Background: an optimization exercise with open tools, aiming at small area. Do not read the settings as production practice.
Where RTL was checked, it was by simulation tests only, not by an equivalence proof against the original.
Function not checked in run 5: the RTL went through the layout flow alone.
The clock port is modelled as an ideal driver; clocking choices that lean on that would not hold on a real chip.
Power figures rest on the tool's default switching activity, not on a simulated workload.

<file path="design/flow/design.v">
`timescale 1ns / 1ps
module ultrasonic_fsm(
input wire clk,
input wire rst,
input wire echo,
output wire trig_start,
output wire [13:0] distance_measure
    );
    reg [2:0] ph;
    reg [12:0] z;    
    reg [8:0] q;
    reg [8:0] d;
    wire trig = ph[2];
    wire idle = ~(ph[2] | ph[1] | ph[0]);
    wire wt   = ~ph[1] & ph[0];
    wire meas = ph[1] & ~ph[0];
    wire ten  = ph[1] & ph[0];
    wire r_wrap  = (((z ^ 13'd209) & 13'd5885) == 13'd0);   
    wire r_trg   = (((z ^ 13'd294) & 13'd2415) == 13'd0);   
    wire r_wt    = (((z ^ 13'd3160) & 13'd4059) == 13'd0);   
    wire r_ms    = (((z ^ 13'd4120) & 13'd5145) == 13'd0);   
    wire r_tn    = (((z ^ 13'd528) & 13'd2038) == 13'd0);   
    wire end_trg = r_trg;
    wire end_wt  = &(q | ~9'd7)   & r_wt;     
    wire end_ms  = &(q | ~9'd343) & r_ms;     
    wire end_tn  = &(q | ~9'd171) & r_tn;     
    wire clr = idle | (trig & end_trg) | (wt & (echo | end_wt)) |
               (meas & (~echo | end_ms)) | (ten & end_tn);
    always @(posedge clk) begin
        if (rst) ph <= 3'b000;
        else if (idle) ph <= 3'b100;
        else if (trig) begin
            if (end_trg) ph <= 3'b001;
        end else if (wt) begin
            if (echo) ph <= 3'b010;
            else if (end_wt) ph <= 3'b100;
        end else if (meas) begin
            if (~echo) ph <= 3'b011;
            else if (end_ms) ph <= 3'b100;
        end else if (ten) begin
            if (end_tn) ph <= 3'b000;
        end
    end
    always @(posedge clk) begin
        if (clr | r_wrap) z <= 13'd5200;
        else z <= {~z[11:0], ~(z[0] ^ z[12])};
        if (clr) q <= 9'd0;
        else if (r_wrap) q <= q + 9'd1;
    end
    always @(posedge clk) begin
        if (rst) d <= 9'd0;
        else if (meas & ~echo) d <= q;
    end
    assign trig_start = trig;
    assign distance_measure = {5'd0, d};
endmodule
</file>
<file path="design/flow/flow/run.sh">
#!/bin/bash
# Own layout flow: the standard synthesis, then an area-oriented ABC
# re-mapping of the combinational logic (registers kept as synthesized),
# then the standard ORFS layout with small port buffers and a single clock
# buffer in place of the clock tree. Each tool's output goes to its own log.
set -euo pipefail
W=$PWD
RES=$W/orfs/results/$FLOW_PLATFORM/ultrasonic_fsm/base
LIB=$FLOW_HOME/platforms/$FLOW_PLATFORM/lib/sky130_fd_sc_hd__tt_025C_1v80.lib
CLKBUF=$(cut -d" " -f1 flow/clkbuf.txt)
NCLK=$(cut -d" " -f2 flow/clkbuf.txt)

bash standard.sh $RES/1_2_yosys.v > $W/synth.log 2>&1

cp $RES/1_2_yosys.v $W/synth_standard.v
DU=$(sed -n '/^export DONT_USE_CELLS/,/^$/p' $FLOW_HOME/platforms/$FLOW_PLATFORM/config.mk | tr -d '\\' | grep -o 'sky130_fd_sc_hd__[a-z0-9_]*' | sed 's/^/-dont_use /' | tr '\n' ' ')
reopt() {  # reopt NAME ABC-SCRIPT
  echo "$2" > $W/$1.abc
  cat > $W/$1.ys <<EOS
read_liberty -ignore_miss_func $LIB
read_verilog $W/synth_standard.v
hierarchy -top $FLOW_TOP
blackbox sky130_fd_sc_hd__dfxtp_1
flatten
hierarchy -top $FLOW_TOP
opt -purge
abc -liberty $LIB $DU -script $W/$1.abc
opt_clean -purge
setundef -zero
hilomap -singleton -hicell sky130_fd_sc_hd__conb_1 HI -locell sky130_fd_sc_hd__conb_1 LO
splitnets
opt_clean -purge
insbuf -buf sky130_fd_sc_hd__buf_1 A X
tee -o $W/$1_stat.txt stat -liberty $LIB
write_verilog -noexpr -noattr -nohex -nodec $W/$1.v
EOS
  timeout 900 yosys -s $W/$1.ys > $W/$1.log 2>&1 || true
  grep 'Chip area' $W/$1_stat.txt 2>/dev/null | awk '{print $NF}' || true
}
best=""; bestA=1e9
for cand in "ra|strash; dc2; balance; rewrite -z; refactor -z; rewrite -z; dch -f; map -a; topo" \
            "rb|strash; &get -n; &deepsyn -T 60; &put; map -a; topo"; do
  n=${cand%%|*}; s=${cand#*|}
  a=$(reopt $n "$s")
  echo "$n $a" >> $W/reopt_summary.txt
  if [[ -n "$a" ]] && python3 -c "import sys; sys.exit(0 if $a < $bestA else 1)"; then best=$n; bestA=$a; fi
done
echo "best $best $bestA" >> $W/reopt_summary.txt
cp $W/$best.v $RES/1_2_yosys.v

bash standard.sh "BUFFER_PORTS_ARGS=-buffer_cell sky130_fd_sc_hd__buf_1" SKIP_REPAIR_TIE_FANOUT=1 \
  PRE_CTS_TCL=$W/flow/pre_cts.tcl "CTS_ARGS=-clk_nets clk" MY_CLKBUF=$CLKBUF MY_NCLK=$NCLK finish > $W/layout.log 2>&1
</file>
<file path="design/flow/flow/clkbuf.txt">
sky130_fd_sc_hd__clkbuf_16 1
</file>
<file path="design/flow/flow/pre_cts.tcl">
# Replace the clock tree: split the register clock pins into MY_NCLK groups by
# location (k-means) and drive each group from one MY_CLKBUF buffer placed at
# the group's centre; the clock port drives only these buffers.
set block [ord::get_db_block]
set clknet [$block findNet clk]
set master [[ord::get_db] findMaster $::env(MY_CLKBUF)]
set k $::env(MY_NCLK)
set pins {}
foreach it [$clknet getITerms] {
  set loc [[$it getInst] getLocation]
  lappend pins [list $it [lindex $loc 0] [lindex $loc 1]]
}
set n [llength $pins]
set pins [lsort -real -index 1 $pins]
# initial centres: spread along x
set cx {}; set cy {}
for {set j 0} {$j < $k} {incr j} {
  set p [lindex $pins [expr {int(($j + 0.5) * $n / $k)}]]
  lappend cx [lindex $p 1]; lappend cy [lindex $p 2]
}
for {set iter 0} {$iter < 20} {incr iter} {
  set asg {}
  foreach p $pins {
    set best 0; set bd 1e18
    for {set j 0} {$j < $k} {incr j} {
      set d [expr {pow([lindex $p 1] - [lindex $cx $j], 2) + pow([lindex $p 2] - [lindex $cy $j], 2)}]
      if {$d < $bd} { set bd $d; set best $j }
    }
    lappend asg $best
  }
  set ncx {}; set ncy {}
  for {set j 0} {$j < $k} {incr j} {
    set sx 0.0; set sy 0.0; set m 0
    foreach p $pins a $asg { if {$a == $j} { set sx [expr {$sx + [lindex $p 1]}]; set sy [expr {$sy + [lindex $p 2]}]; incr m } }
    if {$m > 0} { lappend ncx [expr {$sx / $m}]; lappend ncy [expr {$sy / $m}] } else { lappend ncx [lindex $cx $j]; lappend ncy [lindex $cy $j] }
  }
  set cx $ncx; set cy $ncy
}
for {set j 0} {$j < $k} {incr j} {
  set newnet [odb::dbNet_create $block clk_root_$j]
  $newnet setSigType CLOCK
  set inst [odb::dbInst_create $block $master clkbuf_root_$j]
  set m 0
  foreach p $pins a $asg {
    if {$a == $j} { set it [lindex $p 0]; $it disconnect; $it connect $newnet; incr m }
  }
  [$inst findITerm A] connect $clknet
  [$inst findITerm X] connect $newnet
  $inst setLocation [expr {int([lindex $cx $j])}] [expr {int([lindex $cy $j])}]
  $inst setPlacementStatus PLACED
  puts "pre_cts: clkbuf_root_$j drives $m clock pins"
}
</file>
<file path="design/flow/standard.sh">
#!/bin/bash
# synth_recipe.tcl (not shown) runs the flow's synth.tcl, then flattens the netlist and writes it again
# the make line also repeats each setting of config.mk as NAME=value (left out here)
make -C /OpenROAD-flow-scripts/flow DESIGN_CONFIG=/design/flow/config.mk WORK_HOME=/design/flow/orfs CLKGATE_MAP_FILE= SYNTH_SCRIPT=/design/flow/synth_recipe.tcl "${@:-finish}"
</file>
<file path="design/flow/config.mk">
export PLATFORM = sky130hd
export DESIGN_NAME = ultrasonic_fsm
export DESIGN_NICKNAME = ultrasonic_fsm
export VERILOG_FILES = /design/flow/design.v
export SDC_FILE = /design/flow/constraint.sdc
export NUM_CORES = 4
export LEC_CHECK = 0
export CAP_MARGIN = 20
export CORE_MARGIN = 2
export CORE_UTILIZATION = 40
export SLEW_MARGIN = 20
</file>
<file path="design/flow/constraint.sdc">
create_clock -name core_clock -period 25.0 [get_ports {clk}]
set_input_delay 5.0000 -clock core_clock [delete_from_list [all_inputs] [get_ports {clk}]]
set_output_delay 5.0000 -clock core_clock [all_outputs]
set_load 0.01 [all_outputs]
</file>
==> out/results.ini, run 1 <==
[drt]
drt-vias-per-instance = 4.88
drcViolationCount = 0
wirelength_mm = 2.46
avgRoutedWirePerCell_um = 11.3
first_pass_iters = 4
vias = 1064
drt_iter0_markers = 47
final_antenna_net_count = 0

[job]
maxCapViolCount = 0

[grt]
antenna_found_initial = 0
grt_pass1_wl_mm = 3.99
grt_max_degree = 35
grt_pass1_vias = 854
grt_remaining_overflow = 0
grtUsageTotal = 0.134

[layout]
num_antenna_cells = 0
nets = 179
layout_commonest_cell = dfxtp_1
final_area_mm2 = 0.00138
mostFrequentLayoutCells = 34 x dfxtp_1, 28 x nor2_1, 25 x clkinv_1, 15 x nor3_1, 14 x nand2_1
fillCellCount = 333
drive_gt1_frac = 0.0230
area_growth_pct = 5.85

[worst_setup_path]
worstSetupEndpointType = register
cp.required_ps = 25120
worstSetupPathType = in -> reg
crit_path_start_kind = input port
arrival_ps = 6670
path_max_fanout = 13

[min_path]
hold_class = reg -> reg

[cts]
postCtsSetupBuffers = 0
cts_hold_buf = 0
insertion_delay_ps = 180
path_clk_slew_ps = 120
cts_resized = 0

[die]
die_y_um = 61.1
core-area_mm2 = 0.00308
initial_utilization = 0.424
die_area_mm2 = 0.00374
row_count = 20
boundaryPins = 18
fp.dieW_um = 61.1

[timing]
finalSetupViolCount = 0
setup_tns_ps = 0
fin_crit_sh = 0.262
finalMaxSlewViolations = 0
clock_skew_ps = 4.30
max_freq_mhz = 153
post-route-min-period_ps = 6540
rsz0062_at_grt = false
hold_viol = 0

[yosys]
syn_avg_cell_area_um2 = 7.50
syn-num-nets = 177
synthesis.area_mm2 = 0.00131
synth_warnings = 1
synthCells = 174

[pwr]
p_total_w = 0.0000836
p_per_area_mw_per_mm2 = 60.5
p_leak_nw = 0.471
vdd.ir_drop.worst_v = 0.0000342

[place]
io_buffers = 12
dp_hpwl_mm = 1.93
place_congestion = 0.814
dpl-instance-area_mm2 = 0.00136

[run_status]
outcome = complete, no violations

path summary, 6_finish.rpt:
| kind | start | endpoint | slack (ps) | cells after the start |
|---|---|---|---|---|
| max reg2reg | z[10] | q[8] | 22480 | 11 |
| max | echo | z[9] | 18460 | 10 |
| min | z[11] | z[12] | 410 | 1 |
| min reg2reg | z[11] | z[12] | 410 | 1 |
per-stage QoR:
stage	utilization	std cells	worst slack (ps)	hold slack, ps
4_1_cts	0.449	218	18270	377
5_1_grt	0.449	218	18200	410
3_3_place_gp	0.441	217	18400	387
6_report	0.449	218	18460	406
2_1_floorplan	-	174	18770	369
3_5_place_dp	0.441	217	18290	377
metal layers:
| layer | GRT usage | up-vias | wire length (um) |
|---|---|---|---|
| met5 | 0 | - | 0 |
| met1 | 0.199 | 476 | 1260 |
| li1 | - | 567 | - |
| met3 | 0.00840 | 2 | 85 |
| met2 | 0.225 | 19 | 1090 |
| met4 | 0.00932 | 0 | 17 |
flip-flops by register name (all words and copies together), names as in the netlist:
name  flops
q         9
d         9
z        13
ph        3
power by group:
| part | total, W | switching [W] | leakage, nW | internal, W |
|---|---|---|---|---|
| Sequential | 0.0000580 | 0.00000175 | 0.277 | 0.0000562 |
| Combinational | 0.00000465 | 0.00000330 | 0.181 | 0.00000136 |
| Clock | 0.0000210 | 0.0000135 | 0.0123 | 0.00000752 |
worst max-delay path, cell delays in order:
cell and delay [ps]:
buf_1 110, clkinv_1 60, nor4_1 40, nand3_1 120, nand2_1 70, o31ai_1 370
nand2_1 370, nor2_1 250, clkinv_1 150, nor2_1 110
cell type report:
type / instances / area [um^2] / share of cell area
flip-flops and latches: 34 / 681 / 0.493
multi-input cells: 102 / 482 / 0.349
inverters: 25 / 93.8 / 0.0679
well taps: 44 / 55.1 / 0.0399
repair buffers: 12 / 45.0 / 0.0326
plain buffers: 1 / 25.0 / 0.0181
==> run 2: changes to the inputs <==
==> design/flow/design.v (replaced) <==
`timescale 1ns / 1ps
module ultrasonic_fsm(
input wire clk,
input wire rst,
input wire echo,
output wire trig_start,
output wire [13:0] distance_measure
    );
    reg [2:0] ph;
    reg [12:0] z;    
    reg [8:0] q;
    reg [8:0] d;
    wire trig = ph[2];
    wire idle = ~(ph[2] | ph[1] | ph[0]);
    wire wt   = ~ph[1] & ph[0];
    wire meas = ph[1] & ~ph[0];
    wire ten  = ph[1] & ph[0];
    wire r_wrap = (((z ^ 13'd3084) & 13'd4095) == 13'd0);
    wire r_ms   = (((z ^ 13'd216) & 13'd221) == 13'd0);
    wire end_wt = &(q | ~9'd7)   & r_wrap;   
    wire end_ms = &(q | ~9'd343) & r_ms;     
    wire end_tn = &(q | ~9'd171) & r_wrap;   
    wire go_trg  = idle | (wt & ~echo & end_wt) | (meas & echo & end_ms);
    wire go_wt   = trig & r_wrap;             
    wire go_ms   = wt & echo;
    wire go_tn   = meas & ~echo;
    wire clr = go_trg | go_wt | go_ms | go_tn;
    always @(posedge clk) begin
        if (rst) ph <= 3'b000;
        else if (go_trg) ph <= 3'b100;
        else if (go_wt) ph <= 3'b001;
        else if (go_ms) ph <= 3'b010;
        else if (go_tn) ph <= 3'b011;
        else if (ten & end_tn) ph <= 3'b000;
    end
    always @(posedge clk) begin
        if (clr) z <= 13'd2638 ^ ({13{go_trg}} & 13'd672) ^ ({13{go_wt}} & 13'd518) ^ ({13{go_tn}} & 13'd2050);
        else if (r_wrap) z <= 13'd2638;
        else z <= {~z[11:0], z[4] ^ z[12]};
        if (clr) q <= 9'd0;
        else if (r_wrap) q <= q + 9'd1;
    end
    always @(posedge clk) begin
        if (rst) d <= 9'd0;
        else if (go_tn) d <= q;
    end
    assign trig_start = trig;
    assign distance_measure = {5'd0, d};
endmodule
--- a/design/flow/flow/run.sh
+++ b/design/flow/flow/run.sh
@@ -39,8 +39,15 @@
 }
 best=""; bestA=1e9
-for cand in "ra|strash; dc2; balance; rewrite -z; refactor -z; rewrite -z; dch -f; map -a; topo" \
-            "rb|strash; &get -n; &deepsyn -T 60; &put; map -a; topo"; do
-  n=${cand%%|*}; s=${cand#*|}
-  a=$(reopt $n "$s")
+reopt ra "strash; dc2; balance; rewrite -z; refactor -z; rewrite -z; dch -f; map -a; topo" > $W/ra.area
+for round in 1 2; do
+  for seed in 1 2 3 4; do
+    s=$(( seed + 4 * (round - 1) ))
+    if (( round == 1 )); then map="&nf -a -E 100 -Q 100; &put"; else map="&put; map -a"; fi
+    reopt rs$s "strash; &get -n; &deepsyn -T 120 -S $s; $map; topo" > $W/rs$s.area &
+  done
+  wait
+done
+for n in ra rs1 rs2 rs3 rs4 rs5 rs6 rs7 rs8; do
+  a=$(cat $W/$n.area)
   echo "$n $a" >> $W/reopt_summary.txt
   if [[ -n "$a" ]] && python3 -c "import sys; sys.exit(0 if $a < $bestA else 1)"; then best=$n; bestA=$a; fi
--- a/design/flow/config.mk
+++ b/design/flow/config.mk
@@ -8,4 +8,5 @@
 export CAP_MARGIN = 20
 export CORE_MARGIN = 2
-export CORE_UTILIZATION = 40
+export CORE_UTILIZATION = 70
+export PLACE_DENSITY = 0.85
 export SLEW_MARGIN = 20
==> run 2 against run 1 <==
  * Critical path depth decreased by 1
  * Power decreased by 3.5%
  * Highest routed layer unchanged
  * Design area decreased by 4.5%
  * Still clean on timing, DRC and antenna
  * Clock skew increased by 2.1 ps
  * Register-to-register slack got worse by 570 ps
  * First-iteration DRC count decreased by 57%
  * Setup slack got worse by 220 ps
==> out/results.ini, run 2 <==
[min_path]
min_path_cells = 1  ; unchanged
hold_class = reg -> reg  ; unchanged

[layout]
drive_gt1_frac = 0.0121  ; was 0.0230
top_register = z  ; unchanged
layout_commonest_cell = dfxtp_1  ; unchanged
final_cells = 190  ; was 218
mostFrequentLayoutCells = 34 x dfxtp_1, 27 x nor2_1, 25 x clkinv_1, 14 x o21ai_0  ; was 34 x dfxtp_1, 28 x nor2_1, 25 x clkinv_1, 15 x nor3_1, 14 x nand2_1
num_antenna_cells = 0  ; unchanged
largest_reg_flops = 13  ; unchanged
nets = 170  ; was 179
fillCellCount = 137  ; was 333
multi_input_area_um2 = 443  ; was 482 um^2
largest_registers = z (13), d (9), q (9)  ; unchanged
area_growth_pct = 4.15  ; was 5.85%
regArea_um2 = 681  ; unchanged

[timing]
setup_tns_ps = 0  ; unchanged
fin_crit_sh = 0.271  ; was 0.262
post-route-min-period_ps = 6770  ; was 6540 ps
setup_ws_ps = 18230  ; was 18460 ps
hold_slack_ps = 427  ; was 406 ps
rsz0062_at_grt = false  ; unchanged
finalMaxSlewViolations = 0  ; unchanged
finalSetupViolCount = 0  ; unchanged
max_freq_mhz = 148  ; was 153 MHz
hold_viol = 0  ; unchanged
clock_skew_ps = 6.44  ; was 4.30 ps

[yosys]
synthesis.area_mm2 = 0.00127  ; was 0.00131 mm^2
synthCells = 165  ; was 174
synth_warnings = 1  ; unchanged
syn-num-nets = 168  ; was 177
syn_avg_cell_area_um2 = 7.67  ; was 7.50 um^2

[die]
boundaryPins = 18  ; unchanged
row_count = 15  ; was 20
core-area_mm2 = 0.00171  ; was 0.00308 mm^2
die_area_mm2 = 0.00217  ; was 0.00374 mm^2
die_y_um = 46.5  ; was 61.1 um
initial_utilization = 0.741  ; was 0.424
fp.dieW_um = 46.5  ; was 61.1 um

[drt]
drt-vias-per-instance = 5.36  ; was 4.88
final_antenna_net_count = 0  ; unchanged
drt_iter0_markers = 20  ; was 47
wirelength_mm = 2.31  ; was 2.46 mm
drcViolationCount = 0  ; unchanged
vias = 1018  ; was 1064
avgRoutedWirePerCell_um = 12.2  ; was 11.3 um
first_pass_iters = 4  ; unchanged

[worst_setup_path]
cp.required_ps = 25100  ; was 25120 ps
worstSetupEndpointType = register  ; unchanged
slowest_stage = clkinv_1  ; was o31ai_1
worst-path-buf-inv = 3  ; unchanged
arrival_ps = 6870  ; was 6670 ps
slowest_delay_ps = 330  ; was 370 ps
crit_path_frequent_cell = nor2_1
cp.depth = 9  ; was 10
r2r_cells = 15  ; was 11
crit_chain = buf_1, nor2_1, nor2_1, nand2_1, nor2_1, clkinv_1, nor2_1, clkinv_1, o21ai_0  ; was buf_1, clkinv_1, nor4_1, nand3_1, nand2_1, o31ai_1, nand2_1, nor2_1, clkinv_1, nor2_1
worstSetupPathType = in -> reg  ; unchanged
crit_path_start_kind = input port  ; unchanged
crit_family = simple AND/OR/NAND/NOR gates  ; unchanged
path_max_fanout = 11  ; was 13

[pwr]
vdd.ir_drop.worst_v = 0.0000631  ; was 0.0000342 V
p_per_area_mw_per_mm2 = 61.2  ; was 60.5 mW/mm^2
p_leak_nw = 0.428  ; was 0.471 nW

[grt]
grt_pass1_vias = 880  ; was 854
antenna_found_initial = 0  ; unchanged
grt_remaining_overflow = 0  ; unchanged
grt_max_degree = 35  ; unchanged
grt_pass1_wl_mm = 3.77  ; was 3.99 mm
grtUsageTotal = 0.237  ; was 0.134

[cts]
insertion_delay_ps = 170  ; was 180 ps
postCtsSetupBuffers = 0  ; unchanged
path_clk_slew_ps = 110  ; was 120 ps
cts_hold_buf = 0  ; unchanged
cts_resized = 0  ; unchanged

[place]
pre_cts_ws_ps = 18040  ; was 18290 ps
io_buffers = 12  ; unchanged
place_congestion = 0.888  ; was 0.814
dp_hpwl_mm = 1.82  ; was 1.93 mm
placedCellCount = 189  ; was 217

[job]
maxCapViolCount = 0  ; unchanged

[run_status]
outcome = complete, no violations  ; unchanged

[run 2: layout make-up]
type | instances | share of cell area
Buffer | 1 | 0.0190
Inverter | 25 | 0.0712
Timing Repair Buffer | 12 | 0.0342
Sequential cell | 34 | 0.516
Multi-Input combinational cell | 93 | 0.336
Tap cell | 25 | 0.0237
[run 2: worst register-to-register path, delay by kind of cell, from the launching register on]
| kind | cells | cell delay (ps) |
|---|---|---|
| AO/OA/AOI/OAI | 2 | 240 |
| flip-flops | 1 | 370 |
| AND/OR/NAND/NOR | 10 | 2070 |
| buffers and inverters | 3 | 350 |
[run 2: metal layers]
metal	routed length [um]	part of all wire	track usage
met1	1100	0.47	0.328
met2	1090	0.47	0.408
met3	85	0.037	0.00784
met4	38	0.016	0.0571
met5	0	0	0
[run 2: power by group]
group	leakage (nW)	total (W)	internal, W	switching (W)
Clock	0.0123	0.0000199	0.00000747	0.0000124
Sequential	0.277	0.0000569	0.0000558	0.00000114
Combinational	0.139	0.00000384	0.00000103	0.00000281
[run 2: worst paths after layout]
path                 to  startpoint  slack, ps
hold reg to reg   z[10]        z[9]        430
hold / removal    z[10]        z[9]        430
setup reg to reg   q[8]        z[4]      21910
setup / recovery   z[5]        echo      18230
[run 2: stage by stage]
stage	utilization	power, W	cell area [um^2]
after global routing	0.772	0.0000835	1320
final	0.772	0.0000807	1320
after CTS	0.772	0.0000775	1320
after detailed placement	0.758	0.0000619	1290
after global placement	0.758	0.0000618	1290
after floorplan	-	0.0000608	1270
==> run 3: changes to the inputs <==
--- a/design/flow/flow/run.sh
+++ b/design/flow/flow/run.sh
@@ -40,13 +40,17 @@
 best=""; bestA=1e9
 reopt ra "strash; dc2; balance; rewrite -z; refactor -z; rewrite -z; dch -f; map -a; topo" > $W/ra.area
-for round in 1 2; do
+for round in 1 2 3; do
   for seed in 1 2 3 4; do
     s=$(( seed + 4 * (round - 1) ))
-    if (( round == 1 )); then map="&nf -a -E 100 -Q 100; &put"; else map="&put; map -a"; fi
+    case $round in
+      1) map="&put; dc2; &get -n; &nf -a -E 100 -Q 100; &put" ;;
+      2) map="&nf -a -E 100 -Q 100; &put" ;;
+      3) map="&put; map -a" ;;
+    esac
     reopt rs$s "strash; &get -n; &deepsyn -T 120 -S $s; $map; topo" > $W/rs$s.area &
   done
   wait
 done
-for n in ra rs1 rs2 rs3 rs4 rs5 rs6 rs7 rs8; do
+for n in ra rs1 rs2 rs3 rs4 rs5 rs6 rs7 rs8 rs9 rs10 rs11 rs12; do
   a=$(cat $W/$n.area)
   echo "$n $a" >> $W/reopt_summary.txt
==> design/flow/flow/clkbuf.txt (replaced) <==
sky130_fd_sc_hd__buf_12 1
--- a/design/flow/config.mk
+++ b/design/flow/config.mk
@@ -7,6 +7,6 @@
 export LEC_CHECK = 0
 export CAP_MARGIN = 20
-export CORE_MARGIN = 2
-export CORE_UTILIZATION = 70
+export CORE_AREA = 2 2 62 62
+export DIE_AREA = 0 0 64 64
 export PLACE_DENSITY = 0.85
 export SLEW_MARGIN = 20
==> run 3 against run 2 <==
  * Sequential share of layout area is 0.77 points lower
  * Via count decreased by 6.3%
  * Fmax shrank 1.8%
  * Wire length unchanged
  * Critical path type unchanged
  * Largest power group unchanged
==> out/results.ini, run 3 <==
[drt]
wirelength_mm = 2.31  ; unchanged
vias = 954  ; was 1018
drcViolationCount = 0  ; unchanged
avgRoutedWirePerCell_um = 12.8  ; was 12.2 um
first_pass_iters = 4  ; unchanged
drt-vias-per-instance = 5.30  ; was 5.36
final_antenna_net_count = 0  ; unchanged
drt_iter0_markers = 39  ; was 20

[worst_setup_path]
worstSetupEndpointType = register  ; unchanged
crit_path_start_kind = input port  ; unchanged
reg2reg_slack_ps = 22190  ; was 21910 ps
r2r_cells = 7  ; was 15
reg2reg_from = z[4]  ; unchanged
reg2reg_to = z[5]  ; was q[8]
cp.required_ps = 25090  ; was 25100 ps
path_max_fanout = 13  ; was 11
worstSetupPathType = in -> reg  ; unchanged
arrival_ps = 6980  ; was 6870 ps

[layout]
num_antenna_cells = 0  ; unchanged
drive_gt1_frac = 0.0149  ; was 0.0121
regArea_um2 = 681  ; unchanged
area_growth_pct = 6.47  ; was 4.15%
multi_input_area_um2 = 520  ; was 443 um^2
nets = 139  ; was 170
mostFrequentLayoutCells = 34 x dfxtp_1, 12 x nor2_1, 12 x buf_1, 9 x a22o_1, 8 x a21oi_1  ; was 34 x dfxtp_1, 27 x nor2_1, 25 x clkinv_1, 14 x o21ai_0
layout_commonest_cell = dfxtp_1  ; unchanged
fillCellCount = 336  ; was 137
top_register = z  ; unchanged
largest_registers = z (13), d (9), q (9)  ; unchanged
largest_reg_flops = 13  ; unchanged

[die]
boundaryPins = 18  ; unchanged
row_count = 21  ; was 15
die_y_um = 64  ; was 46.5 um
die_area_mm2 = 0.00410  ; was 0.00217 mm^2
initial_utilization = 0.371  ; was 0.741
fp.dieW_um = 64  ; was 46.5 um
core-area_mm2 = 0.00339  ; was 0.00171 mm^2

[min_path]
hp-start = z[5]  ; was z[9]
min_path_cells = 1  ; unchanged
holdPathEnd = z[6]  ; was z[10]
hold_class = reg -> reg  ; unchanged

[timing]
fin_crit_sh = 0.276  ; was 0.271
max_freq_mhz = 145  ; was 148 MHz
rsz0062_at_grt = false  ; unchanged
setup_tns_ps = 0  ; unchanged
hold_viol = 0  ; unchanged
slew_headroom = 0.354
clock_skew_ps = 5.64  ; was 6.44 ps
worst_pin_slew_ps = 961
finalMaxSlewViolations = 0  ; unchanged
finalSetupViolCount = 0  ; unchanged
setup_ws_ps = 18110  ; was 18230 ps
post-route-min-period_ps = 6890  ; was 6770 ps

[place]
pre_cts_ws_ps = 17940  ; was 18040 ps
io_buffers = 12  ; unchanged
place_congestion = 0.821  ; was 0.888
dp_hpwl_mm = 1.73  ; was 1.82 mm

[cts]
cts_resized = 0  ; unchanged
insertion_delay_ps = 150  ; was 170 ps
cts_hold_buf = 0  ; unchanged
path_clk_slew_ps = 120  ; was 110 ps
postCtsSetupBuffers = 0  ; unchanged

[grt]
grt_remaining_overflow = 0  ; unchanged
grt_pass1_wl_mm = 3.82  ; was 3.77 mm
grt_pass1_vias = 802  ; was 880
grtUsageTotal = 0.110  ; was 0.237
grt_max_degree = 35  ; unchanged
antenna_found_initial = 0  ; unchanged

[job]
maxCapViolCount = 0  ; unchanged

[pwr]
p_total_w = 0.0000808  ; was 0.0000807 W
vdd.ir_drop.worst_v = 0.0000310  ; was 0.0000631 V
p_per_area_mw_per_mm2 = 60.4  ; was 61.2 mW/mm^2
p_leak_nw = 0.479  ; was 0.428 nW

[yosys]
syn_avg_cell_area_um2 = 9.45  ; was 7.67 um^2
synth_warnings = 1  ; unchanged
synthesis.area_mm2 = 0.00126  ; was 0.00127 mm^2
syn-num-nets = 136  ; was 168
synthCells = 133  ; was 165

[run_status]
outcome = complete, no violations  ; unchanged

==> run 3: per-layer routing <==
layer,vias up,GRT usage,routed length [um]
li1,482,-,-
met1,455,0.169,1220
met2,17,0.177,990
met3,0,0.00704,104
met4,0,0.00272,0
met5,-,0,0
==> run 3: worst max path at each step <==
stage	startpoint	cells past startpoint	endpoint	slack, ps
2_1_floorplan	echo	5	z[5]	18490
3_3_place_gp	echo	6	z[7]	18090
3_5_place_dp	echo	6	z[5]	17940
4_1_cts	echo	6	z[5]	17940
5_1_grt	echo	6	z[5]	17920
6_report	echo	6	z[5]	18110
==> run 3: area by class of cell <==
class | count | area share
Multi-Input combinational cell | 84 | 0.389
Buffer | 1 | 0.0150
Sequential cell | 34 | 0.508
Inverter | 2 | 0.00561
Tap cell | 46 | 0.0430
Timing Repair Buffer | 13 | 0.0393
==> run 3: where the power goes <==
part           internal [W]  switching (W)  leakage [nW]   total (W)
Clock            0.00000656      0.0000131       0.00940   0.0000197
Combinational    0.00000144     0.00000267         0.193  0.00000411
Sequential        0.0000558     0.00000125         0.277   0.0000570
Total             0.0000638      0.0000170         0.479   0.0000808
==> run 3: through the flow <==
step	hold WS, ps	util	cell area, um^2	cells
2_1_floorplan	362	-	1260	133
4_1_cts	381	0.395	1340	180
3_3_place_gp	378	0.389	1320	179
5_1_grt	435	0.395	1340	180
3_5_place_dp	381	0.389	1320	179
6_report	408	0.395	1340	180
==> run 3: worst max-delay path: stages <==
cell      delay, ps
buf_1           210
nor2_1          120
a221oi_1        520
o211ai_1        540
or2_0           430
o21ai_0         160
==> run 4: changes to the inputs <==
==> design/flow/flow/clkbuf.txt (replaced) <==
sky130_fd_sc_hd__clkbuf_16 1
==> run 4 against run 3 <==
  * Still clean
  * Critical endpoint unchanged
  * Flip-flop and latch count unchanged
  * Design area grew 0.37%
  * Sequential share of layout area fell by 0.19 points
  * Area after synthesis unchanged
  * Highest routed layer unchanged
  * Worst hold slack got worse by 1.4 ps
  * Clock power grew 5%
  * Setup slack gained 23 ps
  * Largest power group unchanged
==> out/results.ini, run 4 <==
[run_status]
outcome = complete, no violations  ; unchanged

[job]
maxCapViolCount = 0  ; unchanged

[cts]
postCtsSetupBuffers = 0  ; unchanged
cts_hold_buf = 0  ; unchanged
cts_resized = 0  ; unchanged
insertion_delay_ps = 180  ; was 150 ps
path_clk_slew_ps = 120  ; about the same

[layout]
nets = 139  ; unchanged
top_register = z  ; unchanged
mostFrequentLayoutCells = 34 x dfxtp_1, 12 x nor2_1, 12 x buf_1, 9 x a22o_1, 8 x a21oi_1  ; unchanged
num_antenna_cells = 0  ; unchanged
multi_input_area_um2 = 520  ; unchanged
fillCellCount = 335  ; was 336
post-route-util = 0.396  ; was 0.395
layout_commonest_cell = dfxtp_1  ; unchanged
area_growth_pct = 6.87  ; was 6.47%
regArea_um2 = 681  ; unchanged
drive_gt1_frac = 0.0149  ; unchanged
largest_reg_flops = 13  ; unchanged
largest_registers = z (13), d (9), q (9)  ; unchanged

[die]
initial_utilization = 0.371  ; unchanged
row_count = 21  ; unchanged
die_y_um = 64  ; unchanged
die_area_mm2 = 0.00410  ; unchanged
boundaryPins = 18  ; unchanged
fp.dieW_um = 64  ; unchanged
core-area_mm2 = 0.00339  ; unchanged

[grt]
grtUsageTotal = 0.110  ; unchanged
grt_max_degree = 35  ; unchanged
grt_pass1_vias = 802  ; unchanged
antenna_found_initial = 0  ; unchanged
grt_remaining_overflow = 0  ; unchanged
gr-usage-met2 = 0.177  ; unchanged
gr-usage-met3 = 0.00704  ; unchanged
grtUsageMet1 = 0.169  ; unchanged
grt.busiest_layer = met2  ; unchanged
grt_pass1_wl_mm = 3.82  ; unchanged

[worst_setup_path]
arrival_ps = 6980  ; about the same
cp.required_ps = 25120  ; was 25090 ps
crit_path_start_kind = input port  ; unchanged
slowest_delay_ps = 540  ; about the same
crit_chain = buf_1, nor2_1, a221oi_1, o211ai_1, or2_0, o21ai_0  ; unchanged
worstSetupPathType = in -> reg  ; unchanged
path_max_fanout = 13  ; unchanged
slowest_stage = o211ai_1  ; unchanged
worstSetupEndpointType = register  ; unchanged

[timing]
rsz0062_at_grt = false  ; unchanged
worst_pin_slew_ps = 961  ; unchanged
slew_headroom = 0.354  ; unchanged
clock_skew_ps = 5.86  ; was 5.64 ps
max_freq_mhz = 146  ; was 145 MHz
fin_crit_sh = 0.275  ; was 0.276
setup_tns_ps = 0  ; unchanged
finalMaxSlewViolations = 0  ; unchanged
post-route-min-period_ps = 6870  ; was 6890 ps
hold_viol = 0  ; unchanged
finalSetupViolCount = 0  ; unchanged

[drt]
drt_iter0_markers = 35  ; was 39
drcViolationCount = 0  ; unchanged
wirelength_mm = 2.31  ; about the same
first_pass_iters = 4  ; unchanged
vias = 955  ; was 954
avgRoutedWirePerCell_um = 12.8  ; about the same
drt-vias-per-instance = 5.31  ; was 5.30
final_antenna_net_count = 0  ; unchanged

[pwr]
p_leak_nw = 0.482  ; was 0.479 nW
vdd.ir_drop.worst_v = 0.0000330  ; was 0.0000310 V
p_per_area_mw_per_mm2 = 60.8  ; was 60.4 mW/mm^2

[yosys]
synth_warnings = 1  ; unchanged
syn_avg_cell_area_um2 = 9.45  ; unchanged
synthesis.area_mm2 = 0.00126  ; unchanged
syn-num-nets = 136  ; unchanged
synthCells = 133  ; unchanged

[min_path]
hold_class = reg -> reg  ; unchanged

[place]
place_congestion = 0.821  ; unchanged
dp_hpwl_mm = 1.73  ; unchanged
io_buffers = 12  ; unchanged

-- run 4: changes by cell type in the layout (fill, tap and decap cells not counted), sizes merged --
cell,delta
clkbuf,+1
buf,-1
-- run 4: layer usage --
metal  wire length (um)  up-vias
li1                   -      483
met2                988       17
met4                  0        0
met5                  0        -
met3                104        0
met1               1220      455
-- run 4: final timing paths --
kind,start,cells past startpoint,endpoint,slack (ps)
worst max register to register,z[4],7,z[5],22190
worst min register to register,z[5],1,z[6],410
worst min-delay path,z[5],1,z[6],410
worst max-delay path,echo,6,z[5],18130
-- run 4: report_power, final --
part | total (W) | internal, W | switching (W)
combinational | 0.00000411 | 0.00000144 | 0.00000267
sequential | 0.0000570 | 0.0000558 | 0.00000125
clock | 0.0000206 | 0.00000750 | 0.0000131
-- run 4: per-stage QoR --
step / setup WS, ps / power [W] / hold WS [ps] / instance area (um^2) / instances
finish: 18130 / 0.0000817 / 407 / 1340 / 180
CTS: 17940 / 0.0000779 / 381 / 1340 / 180
global route: 17940 / 0.0000845 / 434 / 1340 / 180
global placement: 18090 / 0.0000623 / 378 / 1320 / 179
detailed placement: 17940 / 0.0000624 / 381 / 1320 / 179
floorplan: 18490 / 0.0000611 / 362 / 1260 / 133
-- run 4: cell type report --
type | count | area share
repair buffers | 13 | 0.0391
well taps | 46 | 0.0428
plain buffers | 1 | 0.0186
inverters | 2 | 0.00559
flip-flops and latches | 34 | 0.507
multi-input cells | 84 | 0.387
-- run 4: worst max-delay path, delay by kind of cell --
kind	cells	cell delay, ps
buffers and inverters	1	210
AOI/OAI and AO/OA	3	1220
and+or+nand+nor	2	550
==> run 5: changes to the inputs <==
--- a/design/flow/design.v
+++ b/design/flow/design.v
@@ -18,5 +18,5 @@
     wire r_wrap = (((z ^ 13'd3084) & 13'd4095) == 13'd0);
     wire r_ms   = (((z ^ 13'd216) & 13'd221) == 13'd0);
-    wire end_wt = &(q | ~9'd7)   & r_wrap;   
+    wire end_wt = q[3] & r_wrap;              
     wire end_ms = &(q | ~9'd343) & r_ms;     
     wire end_tn = &(q | ~9'd171) & r_wrap;   
@@ -25,5 +25,5 @@
     wire go_ms   = wt & echo;
     wire go_tn   = meas & ~echo;
-    wire clr = go_trg | go_wt | go_ms | go_tn;
+    wire qclr = go_trg | go_ms | go_tn;
     always @(posedge clk) begin
         if (rst) ph <= 3'b000;
@@ -35,8 +35,8 @@
     end
     always @(posedge clk) begin
-        if (clr) z <= 13'd2638 ^ ({13{go_trg}} & 13'd672) ^ ({13{go_wt}} & 13'd518) ^ ({13{go_tn}} & 13'd2050);
+        if (qclr | go_wt) z <= 13'd2638 ^ ({13{go_trg}} & 13'd672) ^ ({13{go_wt}} & 13'd518) ^ ({13{go_tn}} & 13'd2050);
         else if (r_wrap) z <= 13'd2638;
         else z <= {~z[11:0], z[4] ^ z[12]};
-        if (clr) q <= 9'd0;
+        if (qclr) q <= 9'd0;
         else if (r_wrap) q <= q + 9'd1;
     end
--- a/design/flow/config.mk
+++ b/design/flow/config.mk
@@ -6,7 +6,7 @@
 export NUM_CORES = 4
 export LEC_CHECK = 0
-export CAP_MARGIN = 20
+export CAP_MARGIN = 0
 export CORE_AREA = 2 2 62 62
 export DIE_AREA = 0 0 64 64
 export PLACE_DENSITY = 0.85
-export SLEW_MARGIN = 20
+export SLEW_MARGIN = 0
==> run 5 against run 4 <==
  * Area after synthesis is 0.80% lower
  * Design area is 1.3% lower
  * Fmax is 2.5% higher
  * Global-route usage is 0.64 points lower
  * Largest power group unchanged
  * Via count is 4.1% lower
  * Critical path depth stayed put
  * Sequential power is 25% higher
  * Critical endpoint is now z[9]
  * Worst hold slack worse by 1.5 ps
  * Combinational power grew to 7.5 times the previous value
  * First-iteration DRC count is 97% higher
  * Synthesized cell count is 0.75% lower
==> out/results.ini, run 5 <==
[min_path]
hp-start = z[5]  ; unchanged
hold_class = reg -> reg  ; unchanged
min_path_cells = 1  ; unchanged
holdPathEnd = z[6]  ; unchanged

[worst_setup_path]
r2r_cells = 6  ; was 7
reg2reg_to = z[9]  ; was z[5]
arrival_ps = 6810  ; was 6980 ps
crit_path_start_kind = input port  ; unchanged
path_max_fanout = 12  ; was 13
cp.required_ps = 25110  ; was 25120 ps
worstSetupEndpointType = register  ; unchanged
worstSetupPathType = in -> reg  ; unchanged
reg2reg_from = z[6]  ; was z[4]
reg2reg_slack_ps = 21340  ; was 22190 ps

[layout]
final_cells = 178  ; was 180
nets = 137  ; was 139
layout_commonest_cell = dfxtp_1  ; unchanged
area_growth_pct = 6.32  ; was 6.87%
largest_reg_flops = 13  ; unchanged
top_register = z  ; unchanged
mostFrequentLayoutCells = 34 x dfxtp_1, 12 x buf_1, 10 x a21oi_1  ; was 34 x dfxtp_1, 12 x nor2_1, 12 x buf_1, 9 x a22o_1, 8 x a21oi_1
largest_registers = z (13), d (9), q (9)  ; unchanged
num_antenna_cells = 0  ; unchanged
final_area_mm2 = 0.00133  ; was 0.00134 mm^2
drive_gt1_frac = 0.00758  ; was 0.0149

[place]
placedCellCount = 177  ; was 179
dp_hpwl_mm = 1.58  ; was 1.73 mm
dpl-instance-area_mm2 = 0.00130  ; was 0.00132 mm^2
place_congestion = 0.814  ; was 0.821
io_buffers = 12  ; unchanged

[grt]
grt_max_degree = 35  ; unchanged
grt_remaining_overflow = 0  ; unchanged
antenna_found_initial = 0  ; unchanged
grt_pass1_wl_mm = 3.62  ; was 3.82 mm
grt_pass1_vias = 843  ; was 802
grtUsageTotal = 0.103  ; was 0.110

[die]
die_area_mm2 = 0.00410  ; unchanged
core-area_mm2 = 0.00339  ; unchanged
boundaryPins = 18  ; unchanged
row_count = 21  ; unchanged
initial_utilization = 0.368  ; was 0.371
die_y_um = 64  ; unchanged
fp.dieW_um = 64  ; unchanged

[timing]
worst_pin_slew_ps = 1320  ; was 961 ps
clock_skew_ps = 5.52  ; was 5.86 ps
setup_tns_ps = 0  ; unchanged
finalMaxSlewViolations = 0  ; unchanged
rsz0062_at_grt = false  ; unchanged
post-route-min-period_ps = 6700  ; was 6870 ps
hold_viol = 0  ; unchanged
max_freq_mhz = 149  ; was 146 MHz
slew_headroom = 0.113  ; was 0.354
finalSetupViolCount = 0  ; unchanged
fin_crit_sh = 0.268  ; was 0.275

[pwr]
power_frac_seq = 0.582  ; was 0.698
switching_share = 0.320  ; was 0.208
p_int_w = 0.0000829  ; was 0.0000647 W
power.share.clock = 0.163  ; was 0.252
p_leak_nw = 0.478  ; was 0.482 nW
switchingPower_w = 0.0000390  ; was 0.0000170 W
vdd.ir_drop.worst_v = 0.0000367  ; was 0.0000330 V
p_per_area_mw_per_mm2 = 91.9  ; was 60.8 mW/mm^2
comb_power_share = 0.255  ; was 0.050

[cts]
insertion_delay_ps = 170  ; was 180 ps
path_clk_slew_ps = 110  ; was 120 ps
postCtsSetupBuffers = 0  ; unchanged
cts_hold_buf = 0  ; unchanged
cts_resized = 0  ; unchanged

[drt]
final_antenna_net_count = 0  ; unchanged
drt-vias-per-instance = 5.15  ; was 5.31
vias = 916  ; was 955
avgRoutedWirePerCell_um = 11.7  ; was 12.8 um
drt_iter0_markers = 69  ; was 35
drcViolationCount = 0  ; unchanged
first_pass_iters = 5  ; was 4
wirelength_mm = 2.08  ; was 2.31 mm

[yosys]
syn-num-nets = 135  ; was 136
syn_avg_cell_area_um2 = 9.45  ; about the same
synthCells = 132  ; was 133
synthesis.area_mm2 = 0.00125  ; was 0.00126 mm^2
synth_warnings = 1  ; unchanged

[job]
maxCapViolCount = 0  ; unchanged

[run_status]
outcome = complete, no violations  ; unchanged

==> run 5: layout make-up <==
cell class	count	area (um^2)
buffer	1	25.0
sequential	34	681
timing repair buffer	12	45.0
tap	46	57.6
multi-input combinational	83	510
fill	315	2060
inverter	2	7.51
==> run 5: worst max-delay path: stages <==
cell     delay [ps]
buf_1            90
mux2i_1         140
o21ai_0         600
o31ai_1         480
o21ai_0         330
xor2_1          170
==> run 5: stage by stage <==
stage,total power [W],util,setup WS (ps),hold WS (ps)
after CTS,0.000119,0.391,18150,383
final,0.000122,0.391,18300,405
after global placement,0.000102,0.384,18240,390
after floorplan,0.0000946,-,18620,353
after detailed placement,0.000103,0.384,18170,383
after global routing,0.000130,0.391,18040,418
==> run 5: how the worst max path moves through the flow <==
stage          start  endpoint  slack (ps)
4_1_cts         echo      z[9]       18150
3_3_place_gp    echo      z[9]       18240
6_report        echo      z[9]       18300
5_1_grt         echo      z[9]       18040
2_1_floorplan   echo      z[9]       18620
3_5_place_dp    echo      z[9]       18170
==> run 5: power groups by stage <==
| stage | Clock (W) | Combinational, W | Sequential (W) |
|---|---|---|---|
| after floorplan | 0 | 0.0000243 | 0.0000703 |
| after global placement | 0 | 0.0000305 | 0.0000719 |
| after detailed placement | 0 | 0.0000311 | 0.0000720 |
| after CTS | 0.0000156 | 0.0000313 | 0.0000722 |
| after global routing | 0.0000222 | 0.0000355 | 0.0000720 |
| final | 0.0000199 | 0.0000310 | 0.0000710 |
==> run 5: per-layer routing <==
layer | track usage | wire length (um) | up-vias
li1 | - | - | 465
met1 | 0.144 | 995 | 420
met2 | 0.172 | 943 | 27
met3 | 0.0106 | 115 | 4
met4 | 0.0217 | 30 | 0
met5 | 0 | 0 | -
==> run 6: changes to the inputs <==
--- a/design/flow/design.v
+++ b/design/flow/design.v
@@ -39,5 +39,5 @@
         else z <= {~z[11:0], z[4] ^ z[12]};
         if (qclr) q <= 9'd0;
-        else if (r_wrap) q <= q + 9'd1;
+        else if (r_wrap) q <= {q[8] | (&q[7:0]), q[7:0] + 8'd1};   
     end
     always @(posedge clk) begin
--- a/design/flow/flow/run.sh
+++ b/design/flow/flow/run.sh
@@ -40,17 +40,19 @@
 best=""; bestA=1e9
 reopt ra "strash; dc2; balance; rewrite -z; refactor -z; rewrite -z; dch -f; map -a; topo" > $W/ra.area
-for round in 1 2 3; do
+names="ra"
+for round in 1 2 3 4 5 6; do
   for seed in 1 2 3 4; do
     s=$(( seed + 4 * (round - 1) ))
-    case $round in
+    case $(( round % 3 )) in
       1) map="&put; dc2; &get -n; &nf -a -E 100 -Q 100; &put" ;;
       2) map="&nf -a -E 100 -Q 100; &put" ;;
-      3) map="&put; map -a" ;;
+      0) map="&put; map -a" ;;
     esac
-    reopt rs$s "strash; &get -n; &deepsyn -T 120 -S $s; $map; topo" > $W/rs$s.area &
+    reopt rs$s "strash; &get -n; &deepsyn -T 100 -S $s; $map; topo" > $W/rs$s.area &
+    names="$names rs$s"
   done
   wait
 done
-for n in ra rs1 rs2 rs3 rs4 rs5 rs6 rs7 rs8 rs9 rs10 rs11 rs12; do
+for n in $names; do
   a=$(cat $W/$n.area)
   echo "$n $a" >> $W/reopt_summary.txt
==> run 6 against run 5 <==
  * Combinational power shrank 87%
  * Fmax grew 4.6%
  * Area after synthesis shrank 1.4%
  * Sequential power shrank about 20%
  * Via count shrank 5.1%
  * First-iteration DRC count shrank 29%
  * Largest power group unchanged
==> out/results.ini, run 6 <==
[run_status]
outcome = complete, no violations  ; unchanged

[worst_setup_path]
path_max_fanout = 7  ; was 12
crit_path_start_kind = input port  ; unchanged
worst-path-buf-inv = 1  ; unchanged
crit_family = compound AO/OA/AOI/OAI gates  ; unchanged
reg2reg_slack_ps = 22970  ; was 21340 ps
endpoint = ph[1]  ; was z[9]
cp.depth = 7  ; was 6
cp.required_ps = 25070  ; was 25110 ps
worstSetupEndpointType = register  ; unchanged
slowest_stage = a21oi_1  ; was o21ai_0
r2r_cells = 6  ; unchanged
arrival_ps = 6480  ; was 6810 ps
reg2reg_to = ph[2]  ; was z[9]
slowest_delay_ps = 360  ; was 600 ps
worstSetupPathType = in -> reg  ; unchanged
crit_chain = buf_1, or3b_1, nand2_1, a21oi_1, and2_0, nor2_1, a2111oi_0  ; was buf_1, mux2i_1, o21ai_0, o31ai_1, o21ai_0, xor2_1
worstSetupStartpoint = echo  ; unchanged
reg2reg_from = z[3]  ; was z[6]

[cts]
path_clk_slew_ps = 120  ; was 110 ps
insertion_delay_ps = 180  ; was 170 ps
postCtsSetupBuffers = 0  ; unchanged
cts_resized = 0  ; unchanged
cts_hold_buf = 0  ; unchanged

[pwr]
p_leak_nw = 0.465  ; was 0.478 nW
p_per_area_mw_per_mm2 = 62.5  ; was 91.9 mW/mm^2
vdd.ir_drop.worst_v = 0.0000371  ; was 0.0000367 V

[min_path]
min_path_cells = 1  ; unchanged
hold_class = reg -> reg  ; unchanged

[layout]
fillCellCount = 356  ; was 315
layout_commonest_cell = dfxtp_1  ; unchanged
drive_gt1_frac = 0.00769  ; was 0.00758
top_register = z  ; unchanged
nets = 135  ; was 137
num_antenna_cells = 0  ; unchanged
mostFrequentLayoutCells = 34 x dfxtp_1, 12 x buf_1, 11 x a21oi_1, 10 x nor2_1, 9 x a22o_1  ; was 34 x dfxtp_1, 12 x buf_1, 10 x a21oi_1
largest_reg_flops = 13  ; unchanged
area_growth_pct = 6.41  ; was 6.32%
largest_registers = z (13), d (9), q (9)  ; unchanged

[grt]
grt_pass1_wl_mm = 3.91  ; was 3.62 mm
grt_max_degree = 35  ; unchanged
antenna_found_initial = 0  ; unchanged
grtUsageTotal = 0.115  ; was 0.103
grt_pass1_vias = 808  ; was 843
grt_remaining_overflow = 0  ; unchanged

[yosys]
synth_warnings = 1  ; unchanged
syn-num-nets = 133  ; was 135
synthesis.area_mm2 = 0.00123  ; was 0.00125 mm^2
syn_avg_cell_area_um2 = 9.46  ; was 9.45 um^2
synthCells = 130  ; was 132

[timing]
clock_skew_ps = 6.83  ; was 5.52 ps
setup_tns_ps = 0  ; unchanged
rsz0062_at_grt = false  ; unchanged
finalMaxSlewViolations = 0  ; unchanged
max_freq_mhz = 156  ; was 149 MHz
hold_slack_ps = 407  ; was 405 ps
slew_headroom = 0.557  ; was 0.113
finalSetupViolCount = 0  ; unchanged
fin_crit_sh = 0.256  ; was 0.268
worst_pin_slew_ps = 663  ; was 1320 ps
post-route-min-period_ps = 6410  ; was 6700 ps
hold_viol = 0  ; unchanged

[die]
die_area_mm2 = 0.00410  ; unchanged
fp.dieW_um = 64  ; unchanged
boundaryPins = 18  ; unchanged
initial_utilization = 0.363  ; was 0.368
row_count = 21  ; unchanged
core-area_mm2 = 0.00339  ; unchanged
die_y_um = 64  ; unchanged

[place]
place_congestion = 0.859  ; was 0.814
dp_hpwl_mm = 1.72  ; was 1.58 mm
io_buffers = 12  ; unchanged

[drt]
avgRoutedWirePerCell_um = 13.1  ; was 11.7 um
vias = 869  ; was 916
drt_iter0_markers = 49  ; was 69
drt-vias-per-instance = 4.94  ; was 5.15
wirelength_mm = 2.31  ; was 2.08 mm
drcViolationCount = 0  ; unchanged
final_antenna_net_count = 0  ; unchanged
first_pass_iters = 4  ; was 5

[job]
maxCapViolCount = 0  ; unchanged

-- run 6: cell types whose count changed in the layout (fill, tap and decap cells not counted), sizes merged, moves of 2 or more --
cell     previous run  this run
nor3b               0         2
nor4                2         0
nand4bb             2         0
a211oi              2         0
nor3                6         8
nand2               9         6
or3b                0         2
nand4               1         3
-- run 6: area by class of cell --
type / count / area [um^2] / share of cell area
buffer: 1 / 25.0 / 0.0191
inverter: 2 / 7.51 / 0.00574
multi-input combinational: 81 / 493 / 0.377
sequential: 34 / 681 / 0.520
tap: 46 / 57.6 / 0.0440
timing repair buffer: 12 / 45.0 / 0.0344
-- run 6: metal layers --
metal  wire (um)  global-route usage  vias up
met5           0                   0        -
met4          40              0.0163        0
met3         112             0.00528        2
met2         988               0.177       19
met1        1160               0.182      393
li1            -                   -      455
-- run 6: worst min path at each step --
stage	start	end	slack, ps
after floorplan	z[5]	z[6]	360
after global placement	z[2]	z[3]	370
after detailed placement	z[5]	z[6]	380
after CTS	z[5]	z[6]	380
after global routing	z[2]	z[3]	420
final	z[2]	z[3]	410
-- run 6: report_power, final --
| group | total, W | leakage [nW] | internal (W) | switching [W] |
|---|---|---|---|---|
| sequential | 0.0000568 | 0.277 | 0.0000557 | 0.00000114 |
| combinational | 0.00000401 | 0.176 | 0.00000139 | 0.00000262 |
| clock | 0.0000209 | 0.0123 | 0.00000752 | 0.0000134 |
| total | 0.0000818 | 0.465 | 0.0000646 | 0.0000172 |
-- run 6: stage by stage --
| step | utilization | setup slack (ps) | instances | area (um^2) | total power (W) |
|---|---|---|---|---|---|
| global route | 0.386 | 18380 | 176 | 1310 | 0.0000848 |
| floorplan | - | 18750 | 130 | 1230 | 0.0000608 |
| detailed placement | 0.379 | 18430 | 175 | 1280 | 0.0000620 |
| CTS | 0.386 | 18400 | 176 | 1310 | 0.0000776 |
| global placement | 0.379 | 18480 | 175 | 1280 | 0.0000619 |
| finish | 0.386 | 18590 | 176 | 1310 | 0.0000818 |
==> run 7: changes to the inputs <==
--- a/design/flow/design.v
+++ b/design/flow/design.v
@@ -13,7 +13,7 @@
     wire trig = ph[2];
     wire idle = ~(ph[2] | ph[1] | ph[0]);
-    wire wt   = ~ph[1] & ph[0];
-    wire meas = ph[1] & ~ph[0];
-    wire ten  = ph[1] & ph[0];
+    wire wt   = ph[1] & ph[0];
+    wire meas = ~ph[1] & ph[0];
+    wire ten  = ph[1] & ~ph[0];
     wire r_wrap = (((z ^ 13'd3084) & 13'd4095) == 13'd0);
     wire r_ms   = (((z ^ 13'd216) & 13'd221) == 13'd0);
@@ -29,7 +29,7 @@
         if (rst) ph <= 3'b000;
         else if (go_trg) ph <= 3'b100;
-        else if (go_wt) ph <= 3'b001;
-        else if (go_ms) ph <= 3'b010;
-        else if (go_tn) ph <= 3'b011;
+        else if (go_wt) ph <= 3'b011;
+        else if (go_ms) ph <= 3'b001;
+        else if (go_tn) ph <= 3'b010;
         else if (ten & end_tn) ph <= 3'b000;
     end
--- a/design/flow/flow/run.sh
+++ b/design/flow/flow/run.sh
@@ -41,5 +41,5 @@
 reopt ra "strash; dc2; balance; rewrite -z; refactor -z; rewrite -z; dch -f; map -a; topo" > $W/ra.area
 names="ra"
-for round in 1 2 3 4 5 6; do
+for round in 1 2 3 4 5 6 7 8; do
   for seed in 1 2 3 4; do
     s=$(( seed + 4 * (round - 1) ))
@@ -49,5 +49,5 @@
       0) map="&put; map -a" ;;
     esac
-    reopt rs$s "strash; &get -n; &deepsyn -T 100 -S $s; $map; topo" > $W/rs$s.area &
+    reopt rs$s "strash; &get -n; &deepsyn -T 90 -S $s; $map; topo" > $W/rs$s.area &
     names="$names rs$s"
   done
==> run 7 against run 6 <==
  * Setup slack got worse by 640 ps
  * Die area unchanged
  * Still clean
  * Clock power decreased by 6%
  * Highest routed layer unchanged
  * Wire length decreased by 6.6%
==> out/results.ini, run 7 <==
[run_status]
outcome = complete, no violations  ; unchanged

[job]
maxCapViolCount = 0  ; unchanged

[timing]
max_freq_mhz = 142  ; was 156 MHz
worst_pin_slew_ps = 982  ; was 663 ps
setup_tns_ps = 0  ; unchanged
finalMaxSlewViolations = 0  ; unchanged
slew_headroom = 0.341  ; was 0.557
hold_viol = 0  ; unchanged
rsz0062_at_grt = false  ; unchanged
fin_crit_sh = 0.282  ; was 0.256
post-route-min-period_ps = 7050  ; was 6410 ps
clock_skew_ps = 2.60  ; was 6.83 ps
finalSetupViolCount = 0  ; unchanged

[grt]
grt_pass1_wl_mm = 3.75  ; was 3.91 mm
grt_max_degree = 35  ; unchanged
grtUsageTotal = 0.107  ; was 0.115
grt_pass1_vias = 796  ; was 808
grt_remaining_overflow = 0  ; unchanged
antenna_found_initial = 0  ; unchanged

[worst_setup_path]
crit_path_start_kind = input port  ; unchanged
reg2reg_to = z[9]  ; was ph[2]
path_max_fanout = 9  ; was 7
worstSetupStartpoint = echo  ; unchanged
arrival_ps = 7110  ; was 6480 ps
r2r_cells = 5  ; was 6
reg2reg_slack_ps = 22530  ; was 22970 ps
worstSetupEndpointType = register  ; unchanged
worstSetupPathType = in -> reg  ; unchanged
cp.required_ps = 25070  ; about the same
reg2reg_from = ph[0]  ; was z[3]

[yosys]
synth_warnings = 1  ; unchanged
synthesis.area_mm2 = 0.00123  ; about the same
synthCells = 129  ; was 130
syn-num-nets = 132  ; was 133
syn_avg_cell_area_um2 = 9.54  ; was 9.46 um^2

[min_path]
hp-start = z[5]  ; was z[2]
holdPathEnd = z[6]  ; was z[3]
min_path_cells = 1  ; unchanged
hold_class = reg -> reg  ; unchanged

[drt]
avgRoutedWirePerCell_um = 12.3  ; was 13.1 um
drcViolationCount = 0  ; unchanged
vias = 899  ; was 869
first_pass_iters = 4  ; unchanged
drt-vias-per-instance = 5.14  ; was 4.94
drt_iter0_markers = 21  ; was 49
wirelength_mm = 2.15  ; was 2.31 mm
final_antenna_net_count = 0  ; unchanged

[die]
fp.dieW_um = 64  ; unchanged
initial_utilization = 0.363  ; about the same
row_count = 21  ; unchanged
core-area_mm2 = 0.00339  ; unchanged
die_y_um = 64  ; unchanged
boundaryPins = 18  ; unchanged
die_area_mm2 = 0.00410  ; unchanged

[pwr]
p_per_area_mw_per_mm2 = 61.7  ; was 62.5 mW/mm^2
power_frac_seq = 0.702  ; was 0.695
comb_power_share = 0.054  ; was 0.049
p_leak_nw = 0.460  ; was 0.465 nW
p_int_w = 0.0000647  ; was 0.0000646 W
switchingPower_w = 0.0000162  ; was 0.0000172 W
switching_share = 0.200  ; was 0.210
p_total_w = 0.0000808  ; was 0.0000818 W
vdd.ir_drop.worst_v = 0.0000284  ; was 0.0000371 V
power.share.clock = 0.244  ; was 0.256

[cts]
cts_hold_buf = 0  ; unchanged
path_clk_slew_ps = 110  ; was 120 ps
postCtsSetupBuffers = 0  ; unchanged
insertion_delay_ps = 170  ; was 180 ps
cts_resized = 0  ; unchanged

[layout]
nets = 134  ; was 135
layout_commonest_cell = dfxtp_1  ; unchanged
largest_registers = z (13), d (9), q (9)  ; unchanged
largest_reg_flops = 13  ; unchanged
area_growth_pct = 6.40  ; was 6.41%
mostFrequentLayoutCells = 34 x dfxtp_1, 13 x nor2_1, 12 x buf_1, 9 x a22o_1, 9 x a21oi_1  ; was 34 x dfxtp_1, 12 x buf_1, 11 x a21oi_1, 10 x nor2_1, 9 x a22o_1
num_antenna_cells = 0  ; unchanged
top_register = z  ; unchanged
drive_gt1_frac = 0.00775  ; was 0.00769

[place]
io_buffers = 12  ; unchanged
place_congestion = 0.833  ; was 0.859
dp_hpwl_mm = 1.66  ; was 1.72 mm

run 7: how the worst max path moves through the flow:
stage	end	slack [ps]	depth (start not counted)
detailed placement	z[9]	17820	6
CTS	z[9]	17820	6
finish	z[9]	17950	6
global placement	z[9]	17980	6
floorplan	z[9]	18460	5
global route	z[9]	17800	6
run 7: final cells by class:
cell class / instances / area, um^2
plain buffers: 1 / 25.0
flip-flops and latches: 34 / 681
multi-input cells: 81 / 498
repair buffers: 12 / 45.0
inverters: 1 / 3.75
well taps: 46 / 57.6
fillers: 344 / 2080
run 7: per-stage QoR:
step	setup WS (ps)	instances	hold WS, ps	instance area [um^2]	utilization
floorplan	18460	129	359	1230	-
global placement	17980	174	364	1280	0.379
detailed placement	17820	174	382	1280	0.379
CTS	17820	175	383	1310	0.386
global route	17800	175	439	1310	0.386
finish	17950	175	407	1310	0.386
run 7: metal layers:
layer,routed length [um],track usage,vias to the layer above
met5,0,0,-
met4,27,0.0109,0
met3,60,0.00528,2
met2,957,0.167,15
met1,1110,0.169,413
li1,-,-,469
run 7: worst max-delay path, stage by stage:
cell and delay (ps):
buf_1 190, or3b_1 220, o311ai_0 230, a311oi_1 860
nor2_1 250, mux2_1 360
run 7: power by group through the flow:
stage / Sequential (W) / Combinational, W / Clock [W]
2_1_floorplan: 0.0000577 / 0.00000331 / 0
3_3_place_gp: 0.0000579 / 0.00000413 / 0
3_5_place_dp: 0.0000579 / 0.00000434 / 0
4_1_cts: 0.0000580 / 0.00000432 / 0.0000156
5_1_grt: 0.0000570 / 0.00000477 / 0.0000229
6_report: 0.0000568 / 0.00000436 / 0.0000197
==> run 8: changes to the inputs <==
==> design/flow/flow/clkbuf.txt (replaced) <==
sky130_fd_sc_hd__buf_12 1
--- a/design/flow/config.mk
+++ b/design/flow/config.mk
@@ -9,4 +9,4 @@
 export CORE_AREA = 2 2 62 62
 export DIE_AREA = 0 0 64 64
-export PLACE_DENSITY = 0.85
+export PLACE_DENSITY = 0.95
 export SLEW_MARGIN = 0
==> run 8 against run 7 <==
  * Still clean on timing, DRC and antenna
  * Sequential power hardly changed
  * Critical path depth did not move
  * Synthesized cell count unchanged
  * Power shrank 0.54%
  * Via count increased by 4.0%
  * Register-to-register slack gained 30 ps
  * Sequential share of layout area rose by 0.20 points
  * First-iteration DRC count grew 140%
  * Cell count stayed put
  * Fmax increased by 0.40%
  * Global-route usage up 0.59 points
  * Highest routed layer unchanged
==> out/results.ini, run 8 <==
[drt]
wirelength_mm = 2.23  ; was 2.15 mm
avgRoutedWirePerCell_um = 12.7  ; was 12.3 um
first_pass_iters = 4  ; unchanged
final_antenna_net_count = 0  ; unchanged
drt-vias-per-instance = 5.34  ; was 5.14
vias = 935  ; was 899
drcViolationCount = 0  ; unchanged
drt_iter0_markers = 50  ; was 21

[timing]
finalMaxSlewViolations = 0  ; unchanged
post-route-min-period_ps = 7020  ; was 7050 ps
worst_pin_slew_ps = 963  ; was 982 ps
setup_tns_ps = 0  ; unchanged
max_freq_mhz = 142  ; about the same
setup_ws_ps = 17980  ; was 17950 ps
clock_skew_ps = 9.23  ; was 2.60 ps
hold_slack_ps = 399  ; was 407 ps
finalSetupViolCount = 0  ; unchanged
fin_crit_sh = 0.281  ; was 0.282
hold_viol = 0  ; unchanged
slew_headroom = 0.354  ; was 0.341
rsz0062_at_grt = false  ; unchanged

[layout]
top_register = z  ; unchanged
largest_reg_flops = 13  ; unchanged
layout_commonest_cell = dfxtp_1  ; unchanged
largest_registers = z (13), d (9), q (9)  ; unchanged
final_area_mm2 = 0.00131  ; about the same
drive_gt1_frac = 0.00775  ; unchanged
fillCellCount = 327  ; was 344
area_growth_pct = 6.00  ; was 6.40%
nets = 134  ; unchanged
num_antenna_cells = 0  ; unchanged
mostFrequentLayoutCells = 34 x dfxtp_1, 13 x nor2_1, 12 x buf_1, 9 x a22o_1, 9 x a21oi_1  ; unchanged

[place]
pre_cts_ws_ps = 17880  ; was 17820 ps
io_buffers = 12  ; unchanged
dp_hpwl_mm = 1.74  ; was 1.66 mm
dpl-instance-area_mm2 = 0.00128  ; unchanged
place_congestion = 0.876  ; was 0.833

[worst_setup_path]
arrival_ps = 7070  ; was 7110 ps
path_max_fanout = 9  ; unchanged
crit_family = compound AO/OA/AOI/OAI gates  ; unchanged
worstSetupPathType = in -> reg  ; unchanged
worstSetupStartpoint = echo  ; unchanged
reg2reg_from = ph[0]  ; unchanged
slowest_delay_ps = 840  ; was 860 ps
crit_path_start_kind = input port  ; unchanged
worst-path-buf-inv = 1  ; unchanged
worstSetupEndpointType = register  ; unchanged
slowest_stage = a311oi_1  ; unchanged
crit_chain = buf_1, or3b_1, o311ai_0, a311oi_1, nor2_1, mux2_1  ; unchanged
cp.required_ps = 25050  ; was 25070 ps

[die]
die_area_mm2 = 0.00410  ; unchanged
core-area_mm2 = 0.00339  ; unchanged
die_y_um = 64  ; unchanged
boundaryPins = 18  ; unchanged
fp.dieW_um = 64  ; unchanged
row_count = 21  ; unchanged
initial_utilization = 0.363  ; unchanged

[grt]
antenna_found_initial = 0  ; unchanged
grt_pass1_wl_mm = 3.95  ; was 3.75 mm
grt_pass1_vias = 843  ; was 796
grt_max_degree = 35  ; unchanged
grt_remaining_overflow = 0  ; unchanged
grtUsageTotal = 0.113  ; was 0.107

[yosys]
synth_warnings = 1  ; unchanged
synthesis.area_mm2 = 0.00123  ; unchanged
syn_avg_cell_area_um2 = 9.54  ; unchanged
syn-num-nets = 132  ; unchanged
synthCells = 129  ; unchanged

[run_status]
outcome = complete, no violations  ; unchanged

[pwr]
p_per_area_mw_per_mm2 = 61.6  ; was 61.7 mW/mm^2
vdd.ir_drop.worst_v = 0.0000347  ; was 0.0000284 V
p_leak_nw = 0.457  ; was 0.460 nW
p_total_w = 0.0000804  ; was 0.0000808 W

[cts]
cts_hold_buf = 0  ; unchanged
cts_resized = 0  ; unchanged
insertion_delay_ps = 150  ; was 170 ps
path_clk_slew_ps = 120  ; was 110 ps
postCtsSetupBuffers = 0  ; unchanged

[min_path]
hold_class = reg -> reg  ; unchanged
hp-start = z[5]  ; unchanged

[job]
maxCapViolCount = 0  ; unchanged

[run 8: changes by cell type in the layout (fill, tap and decap cells not counted)]
cell / before / now
buf_12: 0 / 1
clkbuf_16: 1 / 0
[run 8: per-layer routing]
layer,part of all wire,global-route usage,vias up
met5,0,0,-
met4,0.0085,0.00815,0
met3,0.047,0.00704,2
met2,0.45,0.189,28
met1,0.49,0.168,440
li1,-,-,465
[run 8: path summary, 6_finish.rpt]
kind | to | slack [ps] | cells past startpoint
max reg2reg | z[9] | 22560 | 5
min reg2reg | z[6] | 400 | 1
max | z[9] | 17980 | 6
min | z[6] | 400 | 1
[run 8: area by class of cell]
class                           count  area, um^2  share of cell area
Sequential cell                    34         681               0.522
Multi-Input combinational cell     81         498               0.382
Tap cell                           46        57.6              0.0441
Timing Repair Buffer               12        45.0              0.0345
Buffer                              1        20.0              0.0153
Inverter                            1        3.75             0.00288
[run 8: power by group]
group	internal [W]	switching (W)	total, W	leakage (nW)
logic	0.00000153	0.00000278	0.00000431	0.171
clock network	0.00000656	0.0000127	0.0000193	0.00940
registers	0.0000556	0.00000113	0.0000568	0.277
[run 8: metrics by stage]
stage          utilization  std cells
6_report             0.385        175
3_5_place_dp         0.379        174
3_3_place_gp         0.379        174
4_1_cts              0.385        175
2_1_floorplan            -        129
5_1_grt              0.385        175

## what the ideal ports hide
How much do the figures lean on ideal ports? The routed layouts below were timed once more, with nothing changed but the port constraints.
Step 1 assumes that a clkbuf_16 drives the clock port and a buf_2 every other input.
Step 2 moves the port delays by t, midway between the first and last clock arrival at a register: inputs arrive t later, outputs are due t later. That takes back most of the time a late clock gives input paths.
Slacks: no drivers / after step 1 / after step 2; pairs: no drivers / after step 1.
| run | shift t [ns] | setup WS [ns] | clock arrival spread, ns |
|---|---|---|---|
| run 1 | 0.205 | 18.455 / 18.464 / 18.260 | 0.005 / 0.005 |
| run 2 | 0.200 | 18.234 / 18.242 / 18.043 | 0.006 / 0.007 |
| run 3 | 0.177 | 18.108 / 18.115 / 17.938 | 0.006 / 0.005 |
| run 4 | 0.200 | 18.132 / 18.136 / 17.936 | 0.006 / 0.006 |
| run 5 | 0.198 | 18.299 / 18.309 / 18.111 | 0.006 / 0.005 |
| run 6 | 0.209 | 18.594 / 18.603 / 18.394 | 0.007 / 0.006 |
| run 7 | 0.197 | 17.954 / 17.963 / 17.766 | 0.002 / 0.002 |
| run 8 | 0.176 | 17.982 / 17.992 / 17.815 | 0.009 / 0.009 |
After both steps every run listed still meets setup and hold. The setup slack of run 6, which loses most, moves by +0.009 ns with the drivers and by -0.200 ns with both steps.
